Source: an optimization exercise on an open RTL-to-GDS flow (aim: small area, a short achievable clock period and few clock cycles per item). Production flows keep margins and buffers that such runs may drop.
Only simulation tests tie the RTL to the original design; equivalence was not proved.

## design/flow/design.v

```verilog
module softmax_4 (
    input wire clk,
    input wire reset,
    input wire start,
    input wire [15:0] in0, in1, in2, in3,
    output reg [7:0] out0, out1, out2, out3,
    output reg done
);
    wire [15:0] e0, e1, e2, e3;
    sm_exp x0 (.x(in0), .e(e0));
    sm_exp x1 (.x(in1), .e(e1));
    sm_exp x2 (.x(in2), .e(e2));
    sm_exp x3 (.x(in3), .e(e3));
    wire [17:0] s = e0 + e1 + e2 + e3;
    wire nz = |s;
    wire b4 = ~|s[17:2];
    wire [17:0] s1 = b4 ? {s[1:0], 16'd0} : s;
    wire b3 = ~|s1[17:10];
    wire [17:0] s2 = b3 ? {s1[9:0], 8'd0} : s1;
    wire b2 = ~|s2[17:14];
    wire [17:0] s3 = b2 ? {s2[13:0], 4'd0} : s2;
    wire b1 = ~|s3[17:16];
    wire [17:0] s4 = b1 ? {s3[15:0], 2'd0} : s3;
    wire b0 = ~s4[17];
    wire [17:0] d = b0 ? {s4[16:0], 1'b0} : s4;
    function [17:0] nrm(input [15:0] e, input c4, input c3, input c2, input c1, input c0);
        reg [17:0] t;
        begin
            t = {2'b00, e};
            if (c4) t = {t[1:0], 16'd0};
            if (c3) t = {t[9:0], 8'd0};
            if (c2) t = {t[13:0], 4'd0};
            if (c1) t = {t[15:0], 2'd0};
            if (c0) t = {t[16:0], 1'b0};
            nrm = t;
        end
    endfunction
    wire [7:0] q0, q1, q2, q3;
    wire [19:0] d3 = {2'b00, d} + {1'b0, d, 1'b0};
    sm_div dv0 (.en(nrm(e0, b4, b3, b2, b1, b0)), .d(d), .d3(d3), .q(q0));
    sm_div dv1 (.en(nrm(e1, b4, b3, b2, b1, b0)), .d(d), .d3(d3), .q(q1));
    sm_div dv2 (.en(nrm(e2, b4, b3, b2, b1, b0)), .d(d), .d3(d3), .q(q2));
    sm_div dv3 (.en(nrm(e3, b4, b3, b2, b1, b0)), .d(d), .d3(d3), .q(q3));
    always @(posedge clk) begin
        out0 <= nz ? q0 : 8'd0;
        out1 <= nz ? q1 : 8'd0;
        out2 <= nz ? q2 : 8'd0;
        out3 <= nz ? q3 : 8'd0;
    end
    always @(posedge clk or posedge reset) begin
        if (reset)
            done <= 1'b0;
        else
            done <= start;
    end
endmodule
module sm_exp (input wire [15:0] x, output wire [15:0] e);
    wire t1;
    wire t2;
    wire t3;
    wire t4;
    wire t5;
    wire t6;
    wire t7;
    wire t8;
    wire t9;
    wire t10;
    wire t11;
    wire t12;
    wire t13;
    wire t14;
    wire t15;
    wire t16;
    wire t17;
    wire t18;
    wire t19;
    wire t20;
    wire t21;
    wire t22;
    wire t23;
    wire t24;
    wire t25;
    wire t26;
    wire t27;
    wire t28;
    wire t29;
    wire t30;
    wire t31;
    wire t32;
    wire t33;
    wire t34;
    wire t35;
    wire t36;
    wire t37;
    wire t38;
    wire t39;
    wire t40;
    wire t41;
    wire t42;
    wire t43;
    wire t44;
    wire t45;
    wire t46;
    wire t47;
    wire t48;
    wire t49;
    wire t50;
    wire t51;
    wire t52;
    wire t53;
    wire t54;
    wire t55;
    wire t56;
    wire t57;
    wire t58;
    wire t59;
    wire t60;
    wire t61;
    wire t62;
    wire t63;
    wire t64;
    wire t65;
    wire t66;
    wire t67;
    wire t68;
    wire t69;
    wire t70;
    wire t71;
    wire t72;
    wire t73;
    wire t74;
    wire t75;
    wire t76;
    wire t77;
    wire t78;
    wire t79;
    wire t80;
    wire t81;
    wire t82;
    wire t83;
    wire t84;
    wire t85;
    wire t86;
    wire t87;
    wire t88;
    wire t89;
    wire t90;
    wire t91;
    wire t92;
    wire t93;
    wire t94;
    wire t95;
    wire t96;
    wire t97;
    wire t98;
    wire t99;
    wire t100;
    wire t101;
    wire t102;
    wire t103;
    wire t104;
    wire t105;
    wire t106;
    wire t107;
    wire t108;
    wire t109;
    wire t110;
    wire t111;
    wire t112;
    wire t113;
    wire t114;
    wire t115;
    wire t116;
    wire t117;
    wire t118;
    wire t119;
    wire t120;
    wire t121;
    wire t122;
    wire t123;
    wire t124;
    wire t125;
    wire t126;
    wire t127;
    wire t128;
    wire t129;
    wire t130;
    wire t131;
    wire t132;
    wire t133;
    wire t134;
    wire t135;
    wire t136;
    wire t137;
    wire t138;
    wire t139;
    wire t140;
    wire t141;
    wire t142;
    wire t143;
    wire t144;
    wire t145;
    wire t146;
    wire t147;
    wire t148;
    wire t149;
    wire t150;
    wire t151;
    wire t152;
    wire t153;
    wire t154;
    wire t155;
    wire t156;
    wire t157;
    wire t158;
    wire t159;
    wire t160;
    wire t161;
    wire t162;
    wire t163;
    wire t164;
    wire t165;
    wire t166;
    wire t167;
    wire t168;
    wire t169;
    wire t170;
    wire t171;
    wire t172;
    wire t173;
    wire t174;
    wire t175;
    wire t176;
    wire t177;
    wire t178;
    wire t179;
    wire t180;
    wire t181;
    wire t182;
    wire t183;
    wire t184;
    wire t185;
    wire t186;
    wire t187;
    wire t188;
    wire t189;
    wire t190;
    wire t191;
    wire t192;
    wire t193;
    wire t194;
    wire t195;
    wire t196;
    wire t197;
    wire t198;
    wire t199;
    wire t200;
    wire t201;
    wire t202;
    wire t203;
    wire t204;
    wire t205;
    wire t206;
    wire t207;
    wire t208;
    wire t209;
    wire t210;
    wire t211;
    wire t212;
    wire t213;
    wire t214;
    wire t215;
    wire t216;
    assign t1 = (x[0]&x[15]) ^ (x[1]&x[14]);
    assign t2 = (x[0]&x[15]) & (x[1]&x[14]);
    assign t3 = (x[1]&x[15]) ^ (x[2]&x[14]);
    assign t4 = (x[1]&x[15]) & (x[2]&x[14]);
    assign t5 = (x[2]&x[15]) ^ (x[3]&x[14]);
    assign t6 = (x[2]&x[15]) & (x[3]&x[14]);
    assign t7 = (x[0]&x[9]) ^ (x[1]&x[8]);
    assign t8 = (x[0]&x[9]) & (x[1]&x[8]);
    assign t9 = (x[0]&x[10]) ^ (x[1]&x[9]);
    assign t10 = (x[0]&x[10]) & (x[1]&x[9]);
    assign t11 = (x[0]&x[11]) ^ (x[1]&x[10]) ^ (x[2]&x[9]);
    assign t12 = ((x[0]&x[11]) & (x[1]&x[10])) | ((x[0]&x[11]) & (x[2]&x[9])) | ((x[1]&x[10]) & (x[2]&x[9]));
    assign t13 = (x[3]&x[8]) ^ x[3];
    assign t14 = (x[3]&x[8]) & x[3];
    assign t15 = (x[0]&x[12]) ^ (x[1]&x[11]) ^ (x[2]&x[10]);
    assign t16 = ((x[0]&x[12]) & (x[1]&x[11])) | ((x[0]&x[12]) & (x[2]&x[10])) | ((x[1]&x[11]) & (x[2]&x[10]));
    assign t17 = (x[3]&x[9]) ^ (x[4]&x[8]);
    assign t18 = (x[3]&x[9]) & (x[4]&x[8]);
    assign t19 = (x[0]&x[13]) ^ (x[1]&x[12]) ^ (x[2]&x[11]);
    assign t20 = ((x[0]&x[13]) & (x[1]&x[12])) | ((x[0]&x[13]) & (x[2]&x[11])) | ((x[1]&x[12]) & (x[2]&x[11]));
    assign t21 = (x[3]&x[10]) ^ (x[4]&x[9]) ^ (x[5]&x[8]);
    assign t22 = ((x[3]&x[10]) & (x[4]&x[9])) | ((x[3]&x[10]) & (x[5]&x[8])) | ((x[4]&x[9]) & (x[5]&x[8]));
    assign t23 = x[5] ^ (x[6]&x[7]);
    assign t24 = x[5] & (x[6]&x[7]);
    assign t25 = (x[0]&x[14]) ^ (x[1]&x[13]) ^ (x[2]&x[12]);
    assign t26 = ((x[0]&x[14]) & (x[1]&x[13])) | ((x[0]&x[14]) & (x[2]&x[12])) | ((x[1]&x[13]) & (x[2]&x[12]));
    assign t27 = (x[3]&x[11]) ^ (x[4]&x[10]) ^ (x[5]&x[9]);
    assign t28 = ((x[3]&x[11]) & (x[4]&x[10])) | ((x[3]&x[11]) & (x[5]&x[9])) | ((x[4]&x[10]) & (x[5]&x[9]));
    assign t29 = (x[6]&x[8]) ^ x[6];
    assign t30 = (x[6]&x[8]) & x[6];
    assign t31 = t1 ^ (x[2]&x[13]) ^ (x[3]&x[12]);
    assign t32 = (t1 & (x[2]&x[13])) | (t1 & (x[3]&x[12])) | ((x[2]&x[13]) & (x[3]&x[12]));
    assign t33 = (x[4]&x[11]) ^ (x[5]&x[10]) ^ (x[6]&x[9]);
    assign t34 = ((x[4]&x[11]) & (x[5]&x[10])) | ((x[4]&x[11]) & (x[6]&x[9])) | ((x[5]&x[10]) & (x[6]&x[9]));
    assign t35 = (x[7]&x[8]) ^ x[7] ^ x[8];
    assign t36 = ((x[7]&x[8]) & x[7]) | ((x[7]&x[8]) & x[8]) | (x[7] & x[8]);
    assign t37 = t2 ^ t3 ^ (x[3]&x[13]);
    assign t38 = (t2 & t3) | (t2 & (x[3]&x[13])) | (t3 & (x[3]&x[13]));
    assign t39 = (x[4]&x[12]) ^ (x[5]&x[11]) ^ (x[6]&x[10]);
    assign t40 = ((x[4]&x[12]) & (x[5]&x[11])) | ((x[4]&x[12]) & (x[6]&x[10])) | ((x[5]&x[11]) & (x[6]&x[10]));
    assign t41 = (x[7]&x[9]) ^ x[8] ^ 1'b1;
    assign t42 = ((x[7]&x[9]) & x[8]) | ((x[7]&x[9]) & 1'b1) | (x[8] & 1'b1);
    assign t43 = t4 ^ t5 ^ (x[4]&x[13]);
    assign t44 = (t4 & t5) | (t4 & (x[4]&x[13])) | (t5 & (x[4]&x[13]));
    assign t45 = (x[5]&x[12]) ^ (x[6]&x[11]) ^ (x[7]&x[10]);
    assign t46 = ((x[5]&x[12]) & (x[6]&x[11])) | ((x[5]&x[12]) & (x[7]&x[10])) | ((x[6]&x[11]) & (x[7]&x[10]));
    assign t47 = (x[8]&x[9]) ^ x[9] ^ x[9];
    assign t48 = ((x[8]&x[9]) & x[9]) | ((x[8]&x[9]) & x[9]) | (x[9] & x[9]);
    assign t49 = t6 ^ (x[3]&x[15]) ^ (x[4]&x[14]);
    assign t50 = (t6 & (x[3]&x[15])) | (t6 & (x[4]&x[14])) | ((x[3]&x[15]) & (x[4]&x[14]));
    assign t51 = (x[5]&x[13]) ^ (x[6]&x[12]) ^ (x[7]&x[11]);
    assign t52 = ((x[5]&x[13]) & (x[6]&x[12])) | ((x[5]&x[13]) & (x[7]&x[11])) | ((x[6]&x[12]) & (x[7]&x[11]));
    assign t53 = (x[8]&x[10]) ^ x[10];
    assign t54 = (x[8]&x[10]) & x[10];
    assign t55 = (x[4]&x[15]) ^ (x[5]&x[14]) ^ (x[6]&x[13]);
    assign t56 = ((x[4]&x[15]) & (x[5]&x[14])) | ((x[4]&x[15]) & (x[6]&x[13])) | ((x[5]&x[14]) & (x[6]&x[13]));
    assign t57 = (x[7]&x[12]) ^ (x[8]&x[11]) ^ (x[9]&x[10]);
    assign t58 = ((x[7]&x[12]) & (x[8]&x[11])) | ((x[7]&x[12]) & (x[9]&x[10])) | ((x[8]&x[11]) & (x[9]&x[10]));
    assign t59 = x[10] ^ x[11];
    assign t60 = x[10] & x[11];
    assign t61 = (x[5]&x[15]) ^ (x[6]&x[14]) ^ (x[7]&x[13]);
    assign t62 = ((x[5]&x[15]) & (x[6]&x[14])) | ((x[5]&x[15]) & (x[7]&x[13])) | ((x[6]&x[14]) & (x[7]&x[13]));
    assign t63 = (x[8]&x[12]) ^ (x[9]&x[11]);
    assign t64 = (x[8]&x[12]) & (x[9]&x[11]);
    assign t65 = (x[6]&x[15]) ^ (x[7]&x[14]) ^ (x[8]&x[13]);
    assign t66 = ((x[6]&x[15]) & (x[7]&x[14])) | ((x[6]&x[15]) & (x[8]&x[13])) | ((x[7]&x[14]) & (x[8]&x[13]));
    assign t67 = (x[9]&x[12]) ^ (x[10]&x[11]);
    assign t68 = (x[9]&x[12]) & (x[10]&x[11]);
    assign t69 = (x[7]&x[15]) ^ (x[8]&x[14]);
    assign t70 = (x[7]&x[15]) & (x[8]&x[14]);
    assign t71 = (x[8]&x[15]) ^ (x[9]&x[14]);
    assign t72 = (x[8]&x[15]) & (x[9]&x[14]);
    assign t73 = (x[0]&x[7]) ^ (x[1]&x[6]);
    assign t74 = (x[0]&x[7]) & (x[1]&x[6]);
    assign t75 = (x[0]&x[8]) ^ x[0] ^ (x[1]&x[7]);
    assign t76 = ((x[0]&x[8]) & x[0]) | ((x[0]&x[8]) & (x[1]&x[7])) | (x[0] & (x[1]&x[7]));
    assign t77 = t7 ^ x[1] ^ (x[2]&x[7]);
    assign t78 = (t7 & x[1]) | (t7 & (x[2]&x[7])) | (x[1] & (x[2]&x[7]));
    assign t79 = (x[3]&x[6]) ^ (x[4]&x[5]);
    assign t80 = (x[3]&x[6]) & (x[4]&x[5]);
    assign t81 = t8 ^ t9 ^ (x[2]&x[8]);
    assign t82 = (t8 & t9) | (t8 & (x[2]&x[8])) | (t9 & (x[2]&x[8]));
    assign t83 = x[2] ^ (x[3]&x[7]) ^ (x[4]&x[6]);
    assign t84 = (x[2] & (x[3]&x[7])) | (x[2] & (x[4]&x[6])) | ((x[3]&x[7]) & (x[4]&x[6]));
    assign t85 = t10 ^ t11 ^ t13;
    assign t86 = (t10 & t11) | (t10 & t13) | (t11 & t13);
    assign t87 = (x[4]&x[7]) ^ (x[5]&x[6]) ^ x[6];
    assign t88 = ((x[4]&x[7]) & (x[5]&x[6])) | ((x[4]&x[7]) & x[6]) | ((x[5]&x[6]) & x[6]);
    assign t89 = t12 ^ t14 ^ t15;
    assign t90 = (t12 & t14) | (t12 & t15) | (t14 & t15);
    assign t91 = t17 ^ x[4] ^ (x[5]&x[7]);
    assign t92 = (t17 & x[4]) | (t17 & (x[5]&x[7])) | (x[4] & (x[5]&x[7]));
    assign t93 = t16 ^ t18 ^ t19;
    assign t94 = (t16 & t18) | (t16 & t19) | (t18 & t19);
    assign t95 = t21 ^ t23 ^ x[7];
    assign t96 = (t21 & t23) | (t21 & x[7]) | (t23 & x[7]);
    assign t97 = t20 ^ t22 ^ t24;
    assign t98 = (t20 & t22) | (t20 & t24) | (t22 & t24);
    assign t99 = t25 ^ t27 ^ t29;
    assign t100 = (t25 & t27) | (t25 & t29) | (t27 & t29);
    assign t101 = t26 ^ t28 ^ t30;
    assign t102 = (t26 & t28) | (t26 & t30) | (t28 & t30);
    assign t103 = t31 ^ t33 ^ t35;
    assign t104 = (t31 & t33) | (t31 & t35) | (t33 & t35);
    assign t105 = t32 ^ t34 ^ t36;
    assign t106 = (t32 & t34) | (t32 & t36) | (t34 & t36);
    assign t107 = t37 ^ t39 ^ t41;
    assign t108 = (t37 & t39) | (t37 & t41) | (t39 & t41);
    assign t109 = t38 ^ t40 ^ t42;
    assign t110 = (t38 & t40) | (t38 & t42) | (t40 & t42);
    assign t111 = t43 ^ t45 ^ t47;
    assign t112 = (t43 & t45) | (t43 & t47) | (t45 & t47);
    assign t113 = t44 ^ t46 ^ t48;
    assign t114 = (t44 & t46) | (t44 & t48) | (t46 & t48);
    assign t115 = t49 ^ t51 ^ t53;
    assign t116 = (t49 & t51) | (t49 & t53) | (t51 & t53);
    assign t117 = t50 ^ t52 ^ t54;
    assign t118 = (t50 & t52) | (t50 & t54) | (t52 & t54);
    assign t119 = t55 ^ t57 ^ t59;
    assign t120 = (t55 & t57) | (t55 & t59) | (t57 & t59);
    assign t121 = t56 ^ t58 ^ t60;
    assign t122 = (t56 & t58) | (t56 & t60) | (t58 & t60);
    assign t123 = t61 ^ t63 ^ x[12];
    assign t124 = (t61 & t63) | (t61 & x[12]) | (t63 & x[12]);
    assign t125 = t62 ^ t64 ^ t65;
    assign t126 = (t62 & t64) | (t62 & t65) | (t64 & t65);
    assign t127 = t67 ^ x[11] ^ x[13];
    assign t128 = (t67 & x[11]) | (t67 & x[13]) | (x[11] & x[13]);
    assign t129 = t66 ^ t68 ^ t69;
    assign t130 = (t66 & t68) | (t66 & t69) | (t68 & t69);
    assign t131 = (x[9]&x[13]) ^ (x[10]&x[12]) ^ x[14];
    assign t132 = ((x[9]&x[13]) & (x[10]&x[12])) | ((x[9]&x[13]) & x[14]) | ((x[10]&x[12]) & x[14]);
    assign t133 = t70 ^ t71 ^ (x[10]&x[13]);
    assign t134 = (t70 & t71) | (t70 & (x[10]&x[13])) | (t71 & (x[10]&x[13]));
    assign t135 = (x[11]&x[12]) ^ x[12] ^ x[15];
    assign t136 = ((x[11]&x[12]) & x[12]) | ((x[11]&x[12]) & x[15]) | (x[12] & x[15]);
    assign t137 = (x[0]&x[5]) ^ (x[1]&x[4]);
    assign t138 = (x[0]&x[5]) & (x[1]&x[4]);
    assign t139 = (x[0]&x[6]) ^ (x[1]&x[5]);
    assign t140 = (x[0]&x[6]) & (x[1]&x[5]);
    assign t141 = t73 ^ (x[2]&x[5]) ^ (x[3]&x[4]);
    assign t142 = (t73 & (x[2]&x[5])) | (t73 & (x[3]&x[4])) | ((x[2]&x[5]) & (x[3]&x[4]));
    assign t143 = t74 ^ t75 ^ (x[2]&x[6]);
    assign t144 = (t74 & t75) | (t74 & (x[2]&x[6])) | (t75 & (x[2]&x[6]));
    assign t145 = t76 ^ t77 ^ t79;
    assign t146 = (t76 & t77) | (t76 & t79) | (t77 & t79);
    assign t147 = t78 ^ t80 ^ t81;
    assign t148 = (t78 & t80) | (t78 & t81) | (t80 & t81);
    assign t149 = t82 ^ t84 ^ t85;
    assign t150 = (t82 & t84) | (t82 & t85) | (t84 & t85);
    assign t151 = t86 ^ t88 ^ t89;
    assign t152 = (t86 & t88) | (t86 & t89) | (t88 & t89);
    assign t153 = t90 ^ t92 ^ t93;
    assign t154 = (t90 & t92) | (t90 & t93) | (t92 & t93);
    assign t155 = t94 ^ t96 ^ t97;
    assign t156 = (t94 & t96) | (t94 & t97) | (t96 & t97);
    assign t157 = t98 ^ t100 ^ t101;
    assign t158 = (t98 & t100) | (t98 & t101) | (t100 & t101);
    assign t159 = t102 ^ t104 ^ t105;
    assign t160 = (t102 & t104) | (t102 & t105) | (t104 & t105);
    assign t161 = t106 ^ t108 ^ t109;
    assign t162 = (t106 & t108) | (t106 & t109) | (t108 & t109);
    assign t163 = t110 ^ t112 ^ t113;
    assign t164 = (t110 & t112) | (t110 & t113) | (t112 & t113);
    assign t165 = t114 ^ t116 ^ t117;
    assign t166 = (t114 & t116) | (t114 & t117) | (t116 & t117);
    assign t167 = t118 ^ t120 ^ t121;
    assign t168 = (t118 & t120) | (t118 & t121) | (t120 & t121);
    assign t169 = t122 ^ t124 ^ t125;
    assign t170 = (t122 & t124) | (t122 & t125) | (t124 & t125);
    assign t171 = t126 ^ t128 ^ t129;
    assign t172 = (t126 & t128) | (t126 & t129) | (t128 & t129);
    assign t173 = t130 ^ t132 ^ t133;
    assign t174 = (t130 & t132) | (t130 & t133) | (t132 & t133);
    assign t175 = (x[0]&x[3]) ^ (x[1]&x[2]);
    assign t176 = (x[0]&x[3]) & (x[1]&x[2]);
    assign t177 = (x[0]&x[4]) ^ (x[1]&x[3]);
    assign t178 = (x[0]&x[4]) & (x[1]&x[3]);
    assign t179 = t137 ^ (x[2]&x[3]) ^ x[3];
    assign t180 = (t137 & (x[2]&x[3])) | (t137 & x[3]) | ((x[2]&x[3]) & x[3]);
    assign t181 = t138 ^ t139 ^ (x[2]&x[4]);
    assign t182 = (t138 & t139) | (t138 & (x[2]&x[4])) | (t139 & (x[2]&x[4]));
    assign t183 = t140 ^ t141 ^ x[4];
    assign t184 = (t140 & t141) | (t140 & x[4]) | (t141 & x[4]);
    assign t185 = t142 ^ t143 ^ (x[3]&x[5]);
    assign t186 = (t142 & t143) | (t142 & (x[3]&x[5])) | (t143 & (x[3]&x[5]));
    assign t187 = t144 ^ t145 ^ x[5];
    assign t188 = (t144 & t145) | (t144 & x[5]) | (t145 & x[5]);
    assign t189 = t146 ^ t147 ^ t83;
    assign t190 = (t146 & t147) | (t146 & t83) | (t147 & t83);
    assign t191 = t148 ^ t149 ^ t87;
    assign t192 = (t148 & t149) | (t148 & t87) | (t149 & t87);
    assign t193 = t150 ^ t151 ^ t91;
    assign t194 = (t150 & t151) | (t150 & t91) | (t151 & t91);
    assign t195 = t152 ^ t153 ^ t95;
    assign t196 = (t152 & t153) | (t152 & t95) | (t153 & t95);
    assign t197 = t154 ^ t155 ^ t99;
    assign t198 = (t154 & t155) | (t154 & t99) | (t155 & t99);
    assign t199 = t156 ^ t157 ^ t103;
    assign t200 = (t156 & t157) | (t156 & t103) | (t157 & t103);
    assign t201 = t158 ^ t159 ^ t107;
    assign t202 = (t158 & t159) | (t158 & t107) | (t159 & t107);
    assign t203 = t160 ^ t161 ^ t111;
    assign t204 = (t160 & t161) | (t160 & t111) | (t161 & t111);
    assign t205 = t162 ^ t163 ^ t115;
    assign t206 = (t162 & t163) | (t162 & t115) | (t163 & t115);
    assign t207 = t164 ^ t165 ^ t119;
    assign t208 = (t164 & t165) | (t164 & t119) | (t165 & t119);
    assign t209 = t166 ^ t167 ^ t123;
    assign t210 = (t166 & t167) | (t166 & t123) | (t167 & t123);
    assign t211 = t168 ^ t169 ^ t127;
    assign t212 = (t168 & t169) | (t168 & t127) | (t169 & t127);
    assign t213 = t170 ^ t171 ^ t131;
    assign t214 = (t170 & t171) | (t170 & t131) | (t171 & t131);
    assign t215 = t172 ^ t173 ^ t135;
    assign t216 = (t172 & t173) | (t172 & t135) | (t173 & t135);
    wire [24:0] ra = {t214, t212, t210, t208, t206, t204, t202, t200, t198, t196, t194, t192, t190, t188, t186, t184, t182, t180, t178, t176, t175, (x[0]&x[2]), (x[0]&x[1]), 1'b0, x[0]};
    wire [24:0] rb = {t215, t213, t211, t209, t207, t205, t203, t201, t199, t197, t195, t193, t191, t189, t187, t185, t183, t181, t179, t177, x[2], 1'b0, x[1], 1'b0, 1'b0};
    wire [24:0] sum = ra + rb;
    assign e = sum[24:9];
endmodule
module sm_qsl (input wire [5:0] z, input wire [1:0] di, output reg p, output reg n,
               output reg m1, output reg m2, output reg m3);
    always @(*) begin
        case ({di, z})
            8'd32: {p, n, m1, m2, m3} = 5'b01001;
            8'd33: {p, n, m1, m2, m3} = 5'b01001;
            8'd34: {p, n, m1, m2, m3} = 5'b01001;
            8'd35: {p, n, m1, m2, m3} = 5'b01001;
            8'd36: {p, n, m1, m2, m3} = 5'b01001;
            8'd37: {p, n, m1, m2, m3} = 5'b01001;
            8'd38: {p, n, m1, m2, m3} = 5'b01001;
            8'd39: {p, n, m1, m2, m3} = 5'b01001;
            8'd40: {p, n, m1, m2, m3} = 5'b01001;
            8'd41: {p, n, m1, m2, m3} = 5'b01001;
            8'd42: {p, n, m1, m2, m3} = 5'b01001;
            8'd43: {p, n, m1, m2, m3} = 5'b01001;
            8'd44: {p, n, m1, m2, m3} = 5'b01001;
            8'd45: {p, n, m1, m2, m3} = 5'b01001;
            8'd46: {p, n, m1, m2, m3} = 5'b01001;
            8'd47: {p, n, m1, m2, m3} = 5'b01001;
            8'd48: {p, n, m1, m2, m3} = 5'b01001;
            8'd49: {p, n, m1, m2, m3} = 5'b01001;
            8'd50: {p, n, m1, m2, m3} = 5'b01001;
            8'd51: {p, n, m1, m2, m3} = 5'b01001;
            8'd52: {p, n, m1, m2, m3} = 5'b01001;
            8'd53: {p, n, m1, m2, m3} = 5'b01001;
            8'd54: {p, n, m1, m2, m3} = 5'b01001;
            8'd55: {p, n, m1, m2, m3} = 5'b01001;
            8'd56: {p, n, m1, m2, m3} = 5'b01001;
            8'd57: {p, n, m1, m2, m3} = 5'b01001;
            8'd58: {p, n, m1, m2, m3} = 5'b01010;
            8'd59: {p, n, m1, m2, m3} = 5'b01010;
            8'd60: {p, n, m1, m2, m3} = 5'b01100;
            8'd61: {p, n, m1, m2, m3} = 5'b01100;
            8'd62: {p, n, m1, m2, m3} = 5'b00000;
            8'd63: {p, n, m1, m2, m3} = 5'b00000;
            8'd0: {p, n, m1, m2, m3} = 5'b00000;
            8'd1: {p, n, m1, m2, m3} = 5'b10100;
            8'd2: {p, n, m1, m2, m3} = 5'b10100;
            8'd3: {p, n, m1, m2, m3} = 5'b10010;
            8'd4: {p, n, m1, m2, m3} = 5'b10010;
            8'd5: {p, n, m1, m2, m3} = 5'b10001;
            8'd6: {p, n, m1, m2, m3} = 5'b10001;
            8'd7: {p, n, m1, m2, m3} = 5'b10001;
            8'd8: {p, n, m1, m2, m3} = 5'b10001;
            8'd9: {p, n, m1, m2, m3} = 5'b10001;
            8'd10: {p, n, m1, m2, m3} = 5'b10001;
            8'd11: {p, n, m1, m2, m3} = 5'b10001;
            8'd12: {p, n, m1, m2, m3} = 5'b10001;
            8'd13: {p, n, m1, m2, m3} = 5'b10001;
            8'd14: {p, n, m1, m2, m3} = 5'b10001;
            8'd15: {p, n, m1, m2, m3} = 5'b10001;
            8'd16: {p, n, m1, m2, m3} = 5'b10001;
            8'd17: {p, n, m1, m2, m3} = 5'b10001;
            8'd18: {p, n, m1, m2, m3} = 5'b10001;
            8'd19: {p, n, m1, m2, m3} = 5'b10001;
            8'd20: {p, n, m1, m2, m3} = 5'b10001;
            8'd21: {p, n, m1, m2, m3} = 5'b10001;
            8'd22: {p, n, m1, m2, m3} = 5'b10001;
            8'd23: {p, n, m1, m2, m3} = 5'b10001;
            8'd24: {p, n, m1, m2, m3} = 5'b10001;
            8'd25: {p, n, m1, m2, m3} = 5'b10001;
            8'd26: {p, n, m1, m2, m3} = 5'b10001;
            8'd27: {p, n, m1, m2, m3} = 5'b10001;
            8'd28: {p, n, m1, m2, m3} = 5'b10001;
            8'd29: {p, n, m1, m2, m3} = 5'b10001;
            8'd30: {p, n, m1, m2, m3} = 5'b10001;
            8'd31: {p, n, m1, m2, m3} = 5'b10001;
            8'd96: {p, n, m1, m2, m3} = 5'b01001;
            8'd97: {p, n, m1, m2, m3} = 5'b01001;
            8'd98: {p, n, m1, m2, m3} = 5'b01001;
            8'd99: {p, n, m1, m2, m3} = 5'b01001;
            8'd100: {p, n, m1, m2, m3} = 5'b01001;
            8'd101: {p, n, m1, m2, m3} = 5'b01001;
            8'd102: {p, n, m1, m2, m3} = 5'b01001;
            8'd103: {p, n, m1, m2, m3} = 5'b01001;
            8'd104: {p, n, m1, m2, m3} = 5'b01001;
            8'd105: {p, n, m1, m2, m3} = 5'b01001;
            8'd106: {p, n, m1, m2, m3} = 5'b01001;
            8'd107: {p, n, m1, m2, m3} = 5'b01001;
            8'd108: {p, n, m1, m2, m3} = 5'b01001;
            8'd109: {p, n, m1, m2, m3} = 5'b01001;
            8'd110: {p, n, m1, m2, m3} = 5'b01001;
            8'd111: {p, n, m1, m2, m3} = 5'b01001;
            8'd112: {p, n, m1, m2, m3} = 5'b01001;
            8'd113: {p, n, m1, m2, m3} = 5'b01001;
            8'd114: {p, n, m1, m2, m3} = 5'b01001;
            8'd115: {p, n, m1, m2, m3} = 5'b01001;
            8'd116: {p, n, m1, m2, m3} = 5'b01001;
            8'd117: {p, n, m1, m2, m3} = 5'b01001;
            8'd118: {p, n, m1, m2, m3} = 5'b01001;
            8'd119: {p, n, m1, m2, m3} = 5'b01001;
            8'd120: {p, n, m1, m2, m3} = 5'b01001;
            8'd121: {p, n, m1, m2, m3} = 5'b01010;
            8'd122: {p, n, m1, m2, m3} = 5'b01010;
            8'd123: {p, n, m1, m2, m3} = 5'b01100;
            8'd124: {p, n, m1, m2, m3} = 5'b01100;
            8'd125: {p, n, m1, m2, m3} = 5'b01100;
            8'd126: {p, n, m1, m2, m3} = 5'b00000;
            8'd127: {p, n, m1, m2, m3} = 5'b00000;
            8'd64: {p, n, m1, m2, m3} = 5'b00000;
            8'd65: {p, n, m1, m2, m3} = 5'b10100;
            8'd66: {p, n, m1, m2, m3} = 5'b10100;
            8'd67: {p, n, m1, m2, m3} = 5'b10100;
            8'd68: {p, n, m1, m2, m3} = 5'b10010;
            8'd69: {p, n, m1, m2, m3} = 5'b10010;
            8'd70: {p, n, m1, m2, m3} = 5'b10001;
            8'd71: {p, n, m1, m2, m3} = 5'b10001;
            8'd72: {p, n, m1, m2, m3} = 5'b10001;
            8'd73: {p, n, m1, m2, m3} = 5'b10001;
            8'd74: {p, n, m1, m2, m3} = 5'b10001;
            8'd75: {p, n, m1, m2, m3} = 5'b10001;
            8'd76: {p, n, m1, m2, m3} = 5'b10001;
            8'd77: {p, n, m1, m2, m3} = 5'b10001;
            8'd78: {p, n, m1, m2, m3} = 5'b10001;
            8'd79: {p, n, m1, m2, m3} = 5'b10001;
            8'd80: {p, n, m1, m2, m3} = 5'b10001;
            8'd81: {p, n, m1, m2, m3} = 5'b10001;
            8'd82: {p, n, m1, m2, m3} = 5'b10001;
            8'd83: {p, n, m1, m2, m3} = 5'b10001;
            8'd84: {p, n, m1, m2, m3} = 5'b10001;
            8'd85: {p, n, m1, m2, m3} = 5'b10001;
            8'd86: {p, n, m1, m2, m3} = 5'b10001;
            8'd87: {p, n, m1, m2, m3} = 5'b10001;
            8'd88: {p, n, m1, m2, m3} = 5'b10001;
            8'd89: {p, n, m1, m2, m3} = 5'b10001;
            8'd90: {p, n, m1, m2, m3} = 5'b10001;
            8'd91: {p, n, m1, m2, m3} = 5'b10001;
            8'd92: {p, n, m1, m2, m3} = 5'b10001;
            8'd93: {p, n, m1, m2, m3} = 5'b10001;
            8'd94: {p, n, m1, m2, m3} = 5'b10001;
            8'd95: {p, n, m1, m2, m3} = 5'b10001;
            8'd160: {p, n, m1, m2, m3} = 5'b01001;
            8'd161: {p, n, m1, m2, m3} = 5'b01001;
            8'd162: {p, n, m1, m2, m3} = 5'b01001;
            8'd163: {p, n, m1, m2, m3} = 5'b01001;
            8'd164: {p, n, m1, m2, m3} = 5'b01001;
            8'd165: {p, n, m1, m2, m3} = 5'b01001;
            8'd166: {p, n, m1, m2, m3} = 5'b01001;
            8'd167: {p, n, m1, m2, m3} = 5'b01001;
            8'd168: {p, n, m1, m2, m3} = 5'b01001;
            8'd169: {p, n, m1, m2, m3} = 5'b01001;
            8'd170: {p, n, m1, m2, m3} = 5'b01001;
            8'd171: {p, n, m1, m2, m3} = 5'b01001;
            8'd172: {p, n, m1, m2, m3} = 5'b01001;
            8'd173: {p, n, m1, m2, m3} = 5'b01001;
            8'd174: {p, n, m1, m2, m3} = 5'b01001;
            8'd175: {p, n, m1, m2, m3} = 5'b01001;
            8'd176: {p, n, m1, m2, m3} = 5'b01001;
            8'd177: {p, n, m1, m2, m3} = 5'b01001;
            8'd178: {p, n, m1, m2, m3} = 5'b01001;
            8'd179: {p, n, m1, m2, m3} = 5'b01001;
            8'd180: {p, n, m1, m2, m3} = 5'b01001;
            8'd181: {p, n, m1, m2, m3} = 5'b01001;
            8'd182: {p, n, m1, m2, m3} = 5'b01001;
            8'd183: {p, n, m1, m2, m3} = 5'b01010;
            8'd184: {p, n, m1, m2, m3} = 5'b01010;
            8'd185: {p, n, m1, m2, m3} = 5'b01010;
            8'd186: {p, n, m1, m2, m3} = 5'b01010;
            8'd187: {p, n, m1, m2, m3} = 5'b01100;
            8'd188: {p, n, m1, m2, m3} = 5'b01100;
            8'd189: {p, n, m1, m2, m3} = 5'b01100;
            8'd190: {p, n, m1, m2, m3} = 5'b00000;
            8'd191: {p, n, m1, m2, m3} = 5'b00000;
            8'd128: {p, n, m1, m2, m3} = 5'b00000;
            8'd129: {p, n, m1, m2, m3} = 5'b10100;
            8'd130: {p, n, m1, m2, m3} = 5'b10100;
            8'd131: {p, n, m1, m2, m3} = 5'b10100;
            8'd132: {p, n, m1, m2, m3} = 5'b10010;
            8'd133: {p, n, m1, m2, m3} = 5'b10010;
            8'd134: {p, n, m1, m2, m3} = 5'b10010;
            8'd135: {p, n, m1, m2, m3} = 5'b10010;
            8'd136: {p, n, m1, m2, m3} = 5'b10001;
            8'd137: {p, n, m1, m2, m3} = 5'b10001;
            8'd138: {p, n, m1, m2, m3} = 5'b10001;
            8'd139: {p, n, m1, m2, m3} = 5'b10001;
            8'd140: {p, n, m1, m2, m3} = 5'b10001;
            8'd141: {p, n, m1, m2, m3} = 5'b10001;
            8'd142: {p, n, m1, m2, m3} = 5'b10001;
            8'd143: {p, n, m1, m2, m3} = 5'b10001;
            8'd144: {p, n, m1, m2, m3} = 5'b10001;
            8'd145: {p, n, m1, m2, m3} = 5'b10001;
            8'd146: {p, n, m1, m2, m3} = 5'b10001;
            8'd147: {p, n, m1, m2, m3} = 5'b10001;
            8'd148: {p, n, m1, m2, m3} = 5'b10001;
            8'd149: {p, n, m1, m2, m3} = 5'b10001;
            8'd150: {p, n, m1, m2, m3} = 5'b10001;
            8'd151: {p, n, m1, m2, m3} = 5'b10001;
            8'd152: {p, n, m1, m2, m3} = 5'b10001;
            8'd153: {p, n, m1, m2, m3} = 5'b10001;
            8'd154: {p, n, m1, m2, m3} = 5'b10001;
            8'd155: {p, n, m1, m2, m3} = 5'b10001;
            8'd156: {p, n, m1, m2, m3} = 5'b10001;
            8'd157: {p, n, m1, m2, m3} = 5'b10001;
            8'd158: {p, n, m1, m2, m3} = 5'b10001;
            8'd159: {p, n, m1, m2, m3} = 5'b10001;
            8'd224: {p, n, m1, m2, m3} = 5'b01001;
            8'd225: {p, n, m1, m2, m3} = 5'b01001;
            8'd226: {p, n, m1, m2, m3} = 5'b01001;
            8'd227: {p, n, m1, m2, m3} = 5'b01001;
            8'd228: {p, n, m1, m2, m3} = 5'b01001;
            8'd229: {p, n, m1, m2, m3} = 5'b01001;
            8'd230: {p, n, m1, m2, m3} = 5'b01001;
            8'd231: {p, n, m1, m2, m3} = 5'b01001;
            8'd232: {p, n, m1, m2, m3} = 5'b01001;
            8'd233: {p, n, m1, m2, m3} = 5'b01001;
            8'd234: {p, n, m1, m2, m3} = 5'b01001;
            8'd235: {p, n, m1, m2, m3} = 5'b01001;
            8'd236: {p, n, m1, m2, m3} = 5'b01001;
            8'd237: {p, n, m1, m2, m3} = 5'b01001;
            8'd238: {p, n, m1, m2, m3} = 5'b01001;
            8'd239: {p, n, m1, m2, m3} = 5'b01001;
            8'd240: {p, n, m1, m2, m3} = 5'b01001;
            8'd241: {p, n, m1, m2, m3} = 5'b01001;
            8'd242: {p, n, m1, m2, m3} = 5'b01001;
            8'd243: {p, n, m1, m2, m3} = 5'b01001;
            8'd244: {p, n, m1, m2, m3} = 5'b01001;
            8'd245: {p, n, m1, m2, m3} = 5'b01001;
            8'd246: {p, n, m1, m2, m3} = 5'b01001;
            8'd247: {p, n, m1, m2, m3} = 5'b01010;
            8'd248: {p, n, m1, m2, m3} = 5'b01010;
            8'd249: {p, n, m1, m2, m3} = 5'b01100;
            8'd250: {p, n, m1, m2, m3} = 5'b01010;
            8'd251: {p, n, m1, m2, m3} = 5'b01100;
            8'd252: {p, n, m1, m2, m3} = 5'b01100;
            8'd253: {p, n, m1, m2, m3} = 5'b01100;
            8'd254: {p, n, m1, m2, m3} = 5'b00000;
            8'd255: {p, n, m1, m2, m3} = 5'b00000;
            8'd192: {p, n, m1, m2, m3} = 5'b00000;
            8'd193: {p, n, m1, m2, m3} = 5'b10100;
            8'd194: {p, n, m1, m2, m3} = 5'b10100;
            8'd195: {p, n, m1, m2, m3} = 5'b10100;
            8'd196: {p, n, m1, m2, m3} = 5'b10010;
            8'd197: {p, n, m1, m2, m3} = 5'b10100;
            8'd198: {p, n, m1, m2, m3} = 5'b10010;
            8'd199: {p, n, m1, m2, m3} = 5'b10010;
            8'd200: {p, n, m1, m2, m3} = 5'b10001;
            8'd201: {p, n, m1, m2, m3} = 5'b10001;
            8'd202: {p, n, m1, m2, m3} = 5'b10001;
            8'd203: {p, n, m1, m2, m3} = 5'b10001;
            8'd204: {p, n, m1, m2, m3} = 5'b10001;
            8'd205: {p, n, m1, m2, m3} = 5'b10001;
            8'd206: {p, n, m1, m2, m3} = 5'b10001;
            8'd207: {p, n, m1, m2, m3} = 5'b10001;
            8'd208: {p, n, m1, m2, m3} = 5'b10001;
            8'd209: {p, n, m1, m2, m3} = 5'b10001;
            8'd210: {p, n, m1, m2, m3} = 5'b10001;
            8'd211: {p, n, m1, m2, m3} = 5'b10001;
            8'd212: {p, n, m1, m2, m3} = 5'b10001;
            8'd213: {p, n, m1, m2, m3} = 5'b10001;
            8'd214: {p, n, m1, m2, m3} = 5'b10001;
            8'd215: {p, n, m1, m2, m3} = 5'b10001;
            8'd216: {p, n, m1, m2, m3} = 5'b10001;
            8'd217: {p, n, m1, m2, m3} = 5'b10001;
            8'd218: {p, n, m1, m2, m3} = 5'b10001;
            8'd219: {p, n, m1, m2, m3} = 5'b10001;
            8'd220: {p, n, m1, m2, m3} = 5'b10001;
            8'd221: {p, n, m1, m2, m3} = 5'b10001;
            8'd222: {p, n, m1, m2, m3} = 5'b10001;
            8'd223: {p, n, m1, m2, m3} = 5'b10001;
            default: {p, n, m1, m2, m3} = 5'b00000;
        endcase
    end
endmodule
module sm_div (input wire [17:0] en, input wire [17:0] d, input wire [19:0] d3, output wire [7:0] q);
    wire [27:0] sv0 = {2'b00, en, 8'b0};
    wire [27:0] cv0 = {10'h3ff, ~en};
    wire [19:0] d1 = {2'b00, d};
    wire [19:0] d2 = {1'b0, d, 1'b0};
    wire [5:0] z1 = {2'b00, en[17:14]} - 6'd1;
    wire p1, n1, ma1, mb1, mc1;
    sm_qsl qs1 (.z(z1), .di(d[16:15]), .p(p1), .n(n1), .m1(ma1), .m2(mb1), .m3(mc1));
    wire [27:0] a1 = {sv0[25:0], 2'b0};
    wire [27:0] b1 = {cv0[25:0], 2'b0};
    wire [19:0] g1 = ({20{ma1}} & d1) | ({20{mb1}} & d2) | ({20{mc1}} & d3);
    wire [19:0] t1 = g1 ^ {20{p1}};
    wire [19:0] ai1 = {a1[27:9], p1};
    wire [19:0] fs1 = ai1 ^ b1[27:8] ^ t1;
    wire [19:0] fc1 = (ai1 & b1[27:8]) | (ai1 & t1) | (b1[27:8] & t1);
    wire [27:0] sv1 = {fs1, a1[7:0]};
    wire [27:0] cv1 = {fc1[18:0], 1'b0, b1[7:0]};
    wire [5:0] z2 = sv1[27:22] + cv1[27:22];
    wire p2, n2, ma2, mb2, mc2;
    sm_qsl qs2 (.z(z2), .di(d[16:15]), .p(p2), .n(n2), .m1(ma2), .m2(mb2), .m3(mc2));
    wire [27:0] a2 = {sv1[25:0], 2'b0};
    wire [27:0] b2 = {cv1[25:0], 2'b0};
    wire [19:0] g2 = ({20{ma2}} & d1) | ({20{mb2}} & d2) | ({20{mc2}} & d3);
    wire [19:0] t2 = g2 ^ {20{p2}};
    wire [19:0] ai2 = {a2[27:9], p2};
    wire [19:0] fs2 = ai2 ^ b2[27:8] ^ t2;
    wire [19:0] fc2 = (ai2 & b2[27:8]) | (ai2 & t2) | (b2[27:8] & t2);
    wire [27:0] sv2 = {fs2, a2[7:0]};
    wire [27:0] cv2 = {fc2[18:0], 1'b0, b2[7:0]};
    wire [5:0] z3 = sv2[27:22] + cv2[27:22];
    wire p3, n3, ma3, mb3, mc3;
    sm_qsl qs3 (.z(z3), .di(d[16:15]), .p(p3), .n(n3), .m1(ma3), .m2(mb3), .m3(mc3));
    wire [27:0] a3 = {sv2[25:0], 2'b0};
    wire [27:0] b3 = {cv2[25:0], 2'b0};
    wire [19:0] g3 = ({20{ma3}} & d1) | ({20{mb3}} & d2) | ({20{mc3}} & d3);
    wire [19:0] t3 = g3 ^ {20{p3}};
    wire [19:0] ai3 = {a3[27:9], p3};
    wire [19:0] fs3 = ai3 ^ b3[27:8] ^ t3;
    wire [19:0] fc3 = (ai3 & b3[27:8]) | (ai3 & t3) | (b3[27:8] & t3);
    wire [27:0] sv3 = {fs3, a3[7:0]};
    wire [27:0] cv3 = {fc3[18:0], 1'b0, b3[7:0]};
    wire [5:0] z4 = sv3[27:22] + cv3[27:22];
    wire p4, n4, ma4, mb4, mc4;
    sm_qsl qs4 (.z(z4), .di(d[16:15]), .p(p4), .n(n4), .m1(ma4), .m2(mb4), .m3(mc4));
    wire [27:0] a4 = {sv3[25:0], 2'b0};
    wire [27:0] b4 = {cv3[25:0], 2'b0};
    wire [19:0] g4 = ({20{ma4}} & d1) | ({20{mb4}} & d2) | ({20{mc4}} & d3);
    wire [19:0] t4 = g4 ^ {20{p4}};
    wire [19:0] ai4 = {a4[27:9], p4};
    wire [19:0] fs4 = ai4 ^ b4[27:8] ^ t4;
    wire [19:0] fc4 = (ai4 & b4[27:8]) | (ai4 & t4) | (b4[27:8] & t4);
    wire [27:0] sv4 = {fs4, a4[7:0]};
    wire [27:0] cv4 = {fc4[18:0], 1'b0, b4[7:0]};
    wire [18:0] r = sv4[26:8] + cv4[26:8] + 19'd1;
    wire neg = r[18];
    wire [7:0] P = {p1 ? {mb1|mc1, ma1|mc1} : 2'b00, p2 ? {mb2|mc2, ma2|mc2} : 2'b00,
                    p3 ? {mb3|mc3, ma3|mc3} : 2'b00, p4 ? {mb4|mc4, ma4|mc4} : 2'b00};
    wire [7:0] N = {n1 ? {mb1|mc1, ma1|mc1} : 2'b00, n2 ? {mb2|mc2, ma2|mc2} : 2'b00,
                    n3 ? {mb3|mc3, ma3|mc3} : 2'b00, n4 ? {mb4|mc4, ma4|mc4} : 2'b00};
    wire [7:0] qa = P + ~N;
    wire [7:0] qb = P + ~N + 8'd1;
    assign q = neg ? qa : qb;
endmodule
```

## design/flow/flow/run.sh

```bash
#!/bin/bash
# Standard ORFS layout (the standard.sh) in two parts. Up to clock-tree synthesis,
# repair_timing is asked to over-fix setup by a margin; after it (global route onwards)
# it only fixes violations. Clock period and I/O constraints are unchanged.
set -euo pipefail
cd "$(dirname "${BASH_SOURCE[0]}")/.."
SETUP_SLACK_MARGIN=30 bash standard.sh cts > standard_cts.log 2>&1
SETUP_SLACK_MARGIN=0 bash standard.sh > standard_finish.log 2>&1
```

## design/flow/standard.sh

```bash
#!/bin/bash
# synth_recipe.tcl (not shown) runs the flow's synth.tcl, then flattens the netlist and writes it again
# the make line also repeats each setting of config.mk as NAME=value (left out here)
make -C /OpenROAD-flow-scripts/flow DESIGN_CONFIG=/design/flow/config.mk WORK_HOME=/design/flow/orfs CLKGATE_MAP_FILE= SYNTH_SCRIPT=/design/flow/synth_recipe.tcl "${@:-finish}"
```

## design/flow/config.mk

```make
export PLATFORM = sky130hd
export DESIGN_NAME = softmax_4
export DESIGN_NICKNAME = softmax_4
export VERILOG_FILES = /design/flow/design.v
export SDC_FILE = /design/flow/constraint.sdc
export NUM_CORES = 4
export LEC_CHECK = 0
export ABC_AREA = 1
export CAP_MARGIN = 20
export CORE_MARGIN = 2
export CORE_UTILIZATION = 70
export SLEW_MARGIN = 20
```

## design/flow/constraint.sdc

```tcl
create_clock -name core_clock -period 60.0 [get_ports {clk}]
set_input_delay 12.0000 -clock core_clock [delete_from_list [all_inputs] [get_ports {clk}]]
set_output_delay 12.0000 -clock core_clock [all_outputs]
set_load 0.01 [all_outputs]
```

==> impl_metrics.toml, run 1 <==
[global_route]
overflow = 0
grt_pass1_wl_um = 289100
antenna_found_initial = 11
grt_usage_pct = 48.82
grt_pass1_vias = 54450
grt_max_degree = 49

[yosys]
yosysTopAreaCell = "fa_1"
synth-seq-cells = 33
netlist_instances = 7880
synth.most_common_cell = "nand2_1"
synthArstFlopShare_pct = 3.030
syn_nets = 8988
synth.top_cell.area_share_pct = 22.85
synthTopCellsByArea = "fa_1, nand2_1, inv_1, ha_1, xor2_1"
synth-seq-area-share_pct = 1.317
avgSynthCellArea_um2 = 6.415
ys_types = 71
yosysWarnings = 2
ys.flop_type = "dfxtp_1"
synth_enable_flop_cells = 0
netlist_area_um2 = 50550
yosys-top-cells-count = "nand2_1, inv_1, fa_1"

[cts]
cts_root_buf = "clkbuf_16"
cts_sinks = 33
cts.clk_slew.worst_paths_ns = 0.06
cts_buffers = 5
clockBufferDepth = 2
cts.htree.levels = 2
cts_tree = "done"

[worst_setup_path]
worst_setup_path_end_kind = "flip-flop"
start_kind = "input pin"
path_class = "input pin to flip-flop"
cp_slowest_stage_delay_ns = 0.56
cp_slowest_cell = "fa_1"
required_ns = 60.22
cp_max_fo = 34
startpoint = "in1[0]"
crit_arrival_ns = 35.80
crit_path_frequent_cell = "nand2_1"

[timing]
slew_viol_final = 0
layout_min_cycle_time_ns = 35.57
worstMarginPinSlew_ns = 1.265
fmax_mhz = 28.11
hold_violations = 0
setup_viol_count_final = 0
tns_ns = 0
fin_crit_sh_pct = 59.29
relSlewSlack_pct = 14.81
rsz0062_at_grt = "false"

[layout]
final_nets = 9045
drive_gt1_share_pct = 12.70
postLayoutCellArea_um2 = 56620
syn2layout_area_growth_pct = 12.00
nFillCells = 5205

[floorplan]
die_w_um = 272.7
chipHeight_um = 272.7
start_util_pct = 70.71
std_cell_rows = 98
die_area_um2 = 74380
ios = 100
core_area_um2 = 71490

[placement]
place_congestion = 1.088
port_buffers = 99
place_area_um2 = 52960
dpl.hpwl_um = 132300

[outcome]
status = "timing/DRC/antenna clean"

[drt]
antenna_left = 0
route.detailed.drc = 0
vias = 55320
dr.pass1.iters = 14
drt-vias-per-instance = 6.216
drt_iter0_drc = 7543
wl_um = 183800
wl_per_cell_um = 20.65

[job]
drv_cap = 0

[min_path]
hold_class = "input pin to asynchronous set/reset pin"
-- cell usage in the layout (no fill, tap or decap), drive strengths merged, types with 7 or more instances in the layout --
| master | instances |
|---|---|
| nor2 | 393 |
| nor3 | 58 |
| a211oi | 18 |
| nand2 | 2125 |
| o221ai | 93 |
| diode | 12 |
| clkdlybuf4s15 | 7 |
| ha | 464 |
| a22oi | 37 |
| fa | 577 |
| xor2 | 430 |
| o311ai | 17 |
| inv | 1667 |
| o31ai | 14 |
| o22ai | 35 |
| o21ai | 420 |
| nand4 | 72 |
| clkdlybuf4s50 | 35 |
| clkinv | 12 |
| a21o | 14 |
| xnor2 | 76 |
| o211ai | 31 |
| a31oi | 20 |
| clkbuf | 8 |
| o21bai | 17 |
| bufbuf | 8 |
| or2 | 33 |
| dfxtp | 32 |
| buf | 303 |
| and2 | 11 |
| nand3 | 462 |
| clkinvlp | 17 |
| nand3b | 14 |
| nor4 | 14 |
| a21oi | 347 |
| o21a | 9 |
-- metrics by stage --
| stage | hold WS [ns] | setup WS, ns | util [%] | cells |
|---|---|---|---|---|
| 6_report | 11.83 | 24.43 | 79.20 | 8900 |
| 5_1_grt | 11.84 | 23.10 | 79.16 | 8889 |
| 4_1_cts | 11.83 | 25.42 | 79.16 | 8888 |
| 3_5_place_dp | 12.14 | 19.83 | 74.09 | 8660 |
| 3_3_place_gp | 12.14 | 20.16 | 74.09 | 8660 |
| 2_1_floorplan | 11.73 | 26.58 | - | 7880 |
-- metal layers --
layer / share of wire, % / global-route usage (%) / vias to the layer above
li1: - / - / 24570
met1: 35 / 58.87 / 25400
met2: 43 / 76.30 / 4108
met3: 13 / 13.49 / 1237
met4: 8.5 / 32.68 / 6
met5: 0.035 / 0 / -
-- sequential cells by signal, indices dropped and copies added, names as in the netlist --
signal and count:
done 1, out1 8, out2 8, out0 8, out3 8
-- worst max-delay path: cells and delay by family --
family                     cells  cell delay (ns)
and+or+nand+nor               65             7.48
adders and majority gates     17             7.01
buffers and inverters         26             3.24
xor gates and xnor gates      10             2.05
AOI/OAI and AO/OA             23             3.84
-- what timing repair did --
item	in CTS	in global routing
buffers inserted	190	0
setup endpoints to repair	32	0
endpoints found under the hold margin	0	0
hold buffers	0	0
resized for setup	695	0
-- kinds of logic after synthesis --
family | share of synthesized area (%)
and+or+nand+nor | 27.27
buffers and inverters | 15.30
AOI/OAI and AO/OA | 12.89
adders and majority gates | 34.33
xor gates and xnor gates | 8.811
DFF | 1.317
muxes | 0.07921
-- how the worst max path moves through the flow --
stage               cells after the start  slack [ns]       to
floorplan                             153       26.58  out2[0]
global placement                      131       20.16  out2[0]
detailed placement                    129       19.83  out2[1]
CTS                                   146       25.42  out3[6]
global route                          143       23.10  out3[2]
finish                                141       24.43  out3[2]
-- layout make-up --
cell class | instances | area (um^2) | share of cell area, %
sequential | 33 | 665.6 | 1.176
inverter | 1691 | 6540 | 11.55
clock buffer | 8 | 136.4 | 0.2409
multi-input combinational | 5845 | 44840 | 79.20
timing repair inverter | 5 | 37.54 | 0.06630
tap | 950 | 1189 | 2.099
timing repair buffer | 356 | 3177 | 5.611
antenna | 12 | 30.03 | 0.05304
Testbench counts, summed over its fixed seeds: cycles 24,000, items 24,000.
==> inputs of run 2 (changes only) <==
--- a/design/flow/config.mk
+++ b/design/flow/config.mk
@@ -8,5 +8,5 @@
 export ABC_AREA = 1
 export CAP_MARGIN = 20
 export CORE_MARGIN = 2
-export CORE_UTILIZATION = 70
+export CORE_UTILIZATION = 55
 export SLEW_MARGIN = 20
==> run 2 against run 1 <==
Compared with the run above:
- design area up 7.9%
- still clean on timing, DRC and antenna
- critical endpoint is now out0[2]
- non-clock buffer count is 247 higher
- cell count rose by 5.3%
- setup slack better by 0.58 ns
- synthesized area unchanged
- global-route usage down 9.3 points
- sequential share of layout area down 0.086 points
- sequential cell count is the same
==> impl_metrics.toml, run 2 <==
[timing]
fin_crit_sh_pct = 58.31
whs_ns = 11.82
fmax_mhz = 28.58
worstMarginPinSlew_ns = 0.9748
rsz0062_at_grt = "false"
tns_ns = 0
relSlewSlack_pct = 34.96
setup_ws_ns = 25.01
hold_violations = 0
slew_viol_final = 0
setup_viol_count_final = 0
layout_min_cycle_time_ns = 34.99

[global_route]
grt_max_degree = 67
busiest_layer = "met2"
overflow = 0
antenna_found_initial = 2
grt_pass1_vias = 53130
gr-usage-met2_pct = 64.66
grt_pass1_wl_um = 295700
grt_usage_pct = 39.50
grt_util_met1_pct = 49.27
grtUsageMet3_pct = 7.198

[drt]
wl_per_cell_um = 20.00
antenna_left = 0
drt-vias-per-instance = 5.750
vias = 53910
dr.pass1.iters = 7
wl_um = 187500
route.detailed.drc = 0
drt_iter0_drc = 5853

[layout]
final_nets = 9293
postLayoutCellArea_um2 = 61080
multi_input_area_um2 = 46530
seqCellArea_um2 = 665.6
nFillCells = 8132
drive_gt1_share_pct = 18.41
final_common_cell = "nand2_1"
syn2layout_area_growth_pct = 20.84
layout_common_cells = "nand2_1, inv_1, fa_1, buf_4, nand3_1"

[yosys]
synth_mux_area_share_pct = 0.07920
synthTopCellsByArea = "fa_1, nand2_1, inv_1, ha_1, xor2_1"
synth_top_family_by_area = "adder cells"
synthSimpleGateAreaFrac_pct = 27.27
synth_enable_flop_cells = 0
ys.flop_type = "dfxtp_1"
yosysWarnings = 2
ys_types = 71
synth-seq-cells = 33
avgSynthCellArea_um2 = 6.415
synth-seq-area-share_pct = 1.317
synth-adder-area-share_pct = 34.33
yosys-top-cells-count = "nand2_1, inv_1, fa_1"
yosysTopAreaCell = "fa_1"
synth.most_common_cell = "nand2_1"
synth_xor_area_share_pct = 8.811
synthArstFlopShare_pct = 3.030
netlist_instances = 7880
syn_nets = 8988
synth-compound-area-share_pct = 12.89
synth.top_cell.area_share_pct = 22.85
netlist_area_um2 = 50550

[floorplan]
die_area_um2 = 94350
chipHeight_um = 307.2
std_cell_rows = 111
core_area_um2 = 91390
ios = 100
start_util_pct = 55.32
die_w_um = 307.2

[min_path]
hold_class = "input pin to asynchronous set/reset pin"

[worst_setup_path]
required_ns = 60.23
crit_path_frequent_cell = "buf_4"
worst_setup_path_end_kind = "flip-flop"
start_kind = "input pin"
path_class = "input pin to flip-flop"
cp_slowest_cell = "fa_1"
critPathTopFamily = "buffers and inverters"
cp_slowest_stage_delay_ns = 0.70
crit_arrival_ns = 35.22
cp_max_fo = 17
timing.critical_path.buf_inv = 69

[cts]
cts.clk_slew.worst_paths_ns = 0.06
cts_tree = "done"
clockBufferDepth = 2
ctsHoldBuffers = 0
cts_sinks = 33
cts_buffers = 5
cts_root_buf = "clkbuf_16"
cts.htree.levels = 2

[outcome]
status = "timing/DRC/antenna clean"

[placement]
pre_cts_ws_ns = 19.68
dpl.hpwl_um = 134100
place_congestion = 0.9753
place_area_um2 = 53330
port_buffers = 99

[job]
drv_cap = 0
run 2: cell families after synthesis:
| logic type | after synthesis |
|---|---|
| AO/OA/AOI/OAI | 1100 |
| buffers and inverters | 2019 |
| flip-flops | 33 |
| XOR/XNOR | 506 |
| adder cells (fa/ha/maj) | 1041 |
| multiplexers | 4 |
| AND/OR/NAND/NOR | 3177 |
run 2: cell type report:
type | instances | area share, %
multi-input cells | 5847 | 76.17
inverters | 1691 | 10.72
repair buffers | 603 | 9.273
well taps | 1186 | 2.429
flip-flops and latches | 33 | 1.090
clock buffers | 7 | 0.2499
repair inverters | 4 | 0.05121
diodes | 3 | 0.01229
clock inverters | 1 | 0.008193
run 2: worst max path at each step:
| stage | start | end | slack (ns) | cells after the start |
|---|---|---|---|---|
| finish | in1[5] | out0[2] | 25.01 | 147 |
| CTS | in0[1] | out0[2] | 26.17 | 138 |
| global route | in1[5] | out1[4] | 23.84 | 151 |
| detailed placement | in2[9] | out0[7] | 19.68 | 143 |
| global placement | in2[2] | out2[0] | 19.79 | 126 |
| floorplan | in0[0] | out2[0] | 26.58 | 153 |
run 2: repair_timing:
action                     4_1_cts  5_1_grt
setup buffers                  427        0
gates resized for setup       1156        0
setup endpoints to repair       32        0
run 2: per-stage QoR:
stage | instances | utilization [%]
final | 9375 | 66.84
after floorplan | 7880 | -
after detailed placement | 8903 | 58.36
after global placement | 8903 | 58.35
after CTS | 9372 | 66.84
after global routing | 9372 | 66.84
run 2: metal layers:
metal	wire length, um	vias to the layer above
li1	-	25050
met1	72120	25360
met2	84780	2815
met3	17840	688
met4	12730	2
met5	18	-

[port drivers added, routing unchanged]
Ports are ideal in the flow. The routed layouts listed here were re-timed in OpenROAD.
Step 1 sets driving cells, clkbuf_16 on the clock port and buf_2 on the other inputs (assumed; they add their load-dependent delay and slew).
Step 2 times the ports against the registers' clock, not the clock port: input delays grow and output delays shrink by t, the midpoint of the rising clock arrivals with the driver on.
a / b / c = ideal ports / drivers / drivers and shift; a / b = the first two.
| run | t (ns) | setup WS [ns] | slew at the worst register clock pin (ns) |
|---|---|---|---|
| run 1 | 0.356 | 24.428 / 24.462 / 24.106 | 0.06 / 0.06 |
| run 2 | 0.372 | 25.013 / 24.976 / 24.604 | 0.06 / 0.06 |
After both steps setup and hold are still met in every run listed. The setup slack of run 2, which loses most, moves by -0.037 ns with the drivers and by -0.409 ns with both steps.
